Source: an optimization exercise on an open RTL-to-GDS flow (aim: small area and a short achievable clock period). Production flows keep margins and buffers that such runs may drop.
Only simulation tests tie the RTL to the original design; equivalence was not proved.

==> flow/design.v (excerpt) <==
module fir_gen (
  input clk, input reset, input Load_x,
  input signed [8:0] x_in, input signed [8:0] c_in,
  output signed [10:0] y_out);
  reg [11:0] cm [0:14];   
  reg [2:0] cs [0:14];    
  reg [8:0] x;
  reg [10:0] x3;
  wire [10:0] x3_in = {x_in[8], x_in[8], x_in} + {x_in[8], x_in, 1'b0};
  reg [8:0] xn;     
  reg [10:0] x3n;   
  reg [18:0] a14_0;
  reg [18:0] a14_1;
  reg [18:0] a13_0;
  reg [18:0] a13_1;
  reg [18:0] a12_0;
  reg [18:0] a12_1;
  reg [18:0] a11_0;
  reg [18:0] a11_1;
  reg [18:0] a10_0;
  reg [18:0] a10_1;
  reg [18:0] a9_0;
  reg [18:0] a9_1;
  reg [18:0] a8_0;
  reg [18:0] a8_1;
  reg [18:0] a7_0;
  reg [18:0] a7_1;
  reg [18:0] a6_0;
  reg [18:0] a6_1;
  reg [18:0] a5_0;
  reg [18:0] a5_1;
  reg [18:0] a4_0;
  reg [18:0] a4_1;
  reg [18:0] a3_0;
  reg [18:0] a3_1;
  reg [18:0] a2_0;
  reg [18:0] a2_1;
  reg [18:0] a1_0;
  reg [18:0] a1_1;
  reg [18:0] q0;
  reg [18:0] q1;
  wire [9:0] cx = {c_in, 1'b0};
  wire [11:0] cin_m;
  wire [2:0] cin_s;
  genvar j;
  generate for (j = 0; j < 3; j = j + 1) begin : rec
    wire p = cx[3*j+2] ^ cx[3*j+3];
    wire q = cx[3*j+1] ^ cx[3*j+3];
    wire r = cx[3*j] ^ cx[3*j+3];
    assign cin_m[4*j]   = ~p & (q ^ r);
    assign cin_m[4*j+1] = (~p & q & r) | (p & ~q & ~r);
    assign cin_m[4*j+2] = p & (q ^ r);
    assign cin_m[4*j+3] = p & q & r;
    assign cin_s[j] = cx[3*j+3];
  end endgenerate
  reg [14:0] c0r;
  wire [9:0] c0_raw;
  wire [14:0] c0_r4;
  generate for (j = 0; j < 3; j = j + 1) begin : raw0
    wire [2:0] mag = {cm[0][4*j+3], cm[0][4*j+1] | cm[0][4*j+2], cm[0][4*j] | cm[0][4*j+2]};
    wire [9:0] v = cs[0][j] ? (~{7'd0, mag} + 10'd1) : {7'd0, mag};
  end endgenerate
  assign c0_raw = raw0[0].v + (raw0[1].v << 3) + (raw0[2].v << 6);
  wire [10:0] c0x = {c0_raw[8], c0_raw[8:0], 1'b0};
  generate for (j = 0; j < 5; j = j + 1) begin : rec4
    assign c0_r4[3*j]   = c0x[2*j+1] ^ c0x[2*j];
    assign c0_r4[3*j+1] = (c0x[2*j+2] & ~c0x[2*j+1] & ~c0x[2*j]) | (~c0x[2*j+2] & c0x[2*j+1] & c0x[2*j]);
    assign c0_r4[3*j+2] = c0x[2*j+2];
  end endgenerate
  reg [10:0] y;
  assign y_out = y;
  integer k;
  always @(posedge clk or posedge reset)
    if (reset) begin
      for (k = 0; k < 15; k = k + 1) begin cm[k] <= 12'd0; cs[k] <= 3'd0; end
    end else if (!Load_x) begin
      cm[14] <= cin_m;
      cs[14] <= cin_s;
  ...
Size in the first run: ~3900 cells after synthesis, ~32 I/O pins.
clock: 6.0 ns
lec_check: 0
cap_margin: 20
core_margin: 2
core_utilization: 68
setup_slack_margin: 3.2
slew_margin: 20
synth_hierarchical: 1
synth_minimum_keep_size: 0
tns_end_percent: 5
run.sh (not shown) runs the stock make flow with config.mk's settings and CLKGATE_MAP_FILE= SYNTH_SCRIPT=/design/flow/synth_recipe.tcl, a recipe that flattens the netlist after the stock synthesis.
The starting point completed with no timing, DRC or antenna violations.
Next try:
Settings changed: CTS_BUF_LIST set to sky130_fd_sc_hd__clkbuf_8, TNS_END_PERCENT 5 to unset.
Effect: Final area is higher by 1.4%. Setup slack improved by 0.13 ns. Synthesized area stays the same. Via count is higher by 2.0%. Count of clock-buffer cells in the layout is higher by 56. Global-route usage is higher by 0.68 points. Synthesized cell count stays the same. Maximum frequency is higher by 4.6%. Worst hold slack got worse by 0.0053 ns. Die area is unchanged. Core utilization is higher by 1.0 points.
Next try:
Settings changed: CORE_UTILIZATION 68 to 70, CTS_BUF_LIST sky130_fd_sc_hd__clkbuf_8 to unset, SETUP_SLACK_MARGIN 3.2 to 3.1.
Effect: Worst setup slack gets worse by 0.14 ns; cell area goes down by 1.3%; utilization goes up by 1.7 points; hold slack gets better by 0.011 ns; clock skew goes down by 0.013 ns.
Next try:
Settings changed: CORE_UTILIZATION 70 to 68, SETUP_SLACK_MARGIN 3.1 to 3.4.
Effect: The new run finished clean. Global-route usage goes up by 5.2 points. Worst hold slack barely changes. Worst setup slack gains 0.14 ns.

-- separate check: timing with driven ports --
No port has a modelled driver above. Below, the same layouts with a new extraction and two added sets of constraints.
Step 1 sets driving cells, clkbuf_16 on the clock port and buf_2 on the other inputs (assumed; they add their load-dependent delay and slew).
Step 2, shift: input delay + t, output delay - t, t = (earliest + latest rising clock arrival at the registers) / 2. This alone moves slack from input paths to output paths.
Three values: ideal, step 1, step 2; two values: the first two.
run	t, ns	setup WS [ns]	clock arrival spread, ns
the first run	0.697	2.997 / 2.997 / 2.508	0.028 / 0.028
the second run	0.837	3.128 / 3.128 / 2.430	0.059 / 0.060
the third run	0.692	2.989 / 2.989 / 2.405	0.038 / 0.038
the fourth run	0.724	3.132 / 3.132 / 2.599	0.052 / 0.052
After both steps setup and hold are still met in every run listed. The setup slack of the second run, which loses most, moves by 0.000 ns with the drivers and by -0.698 ns with both steps.
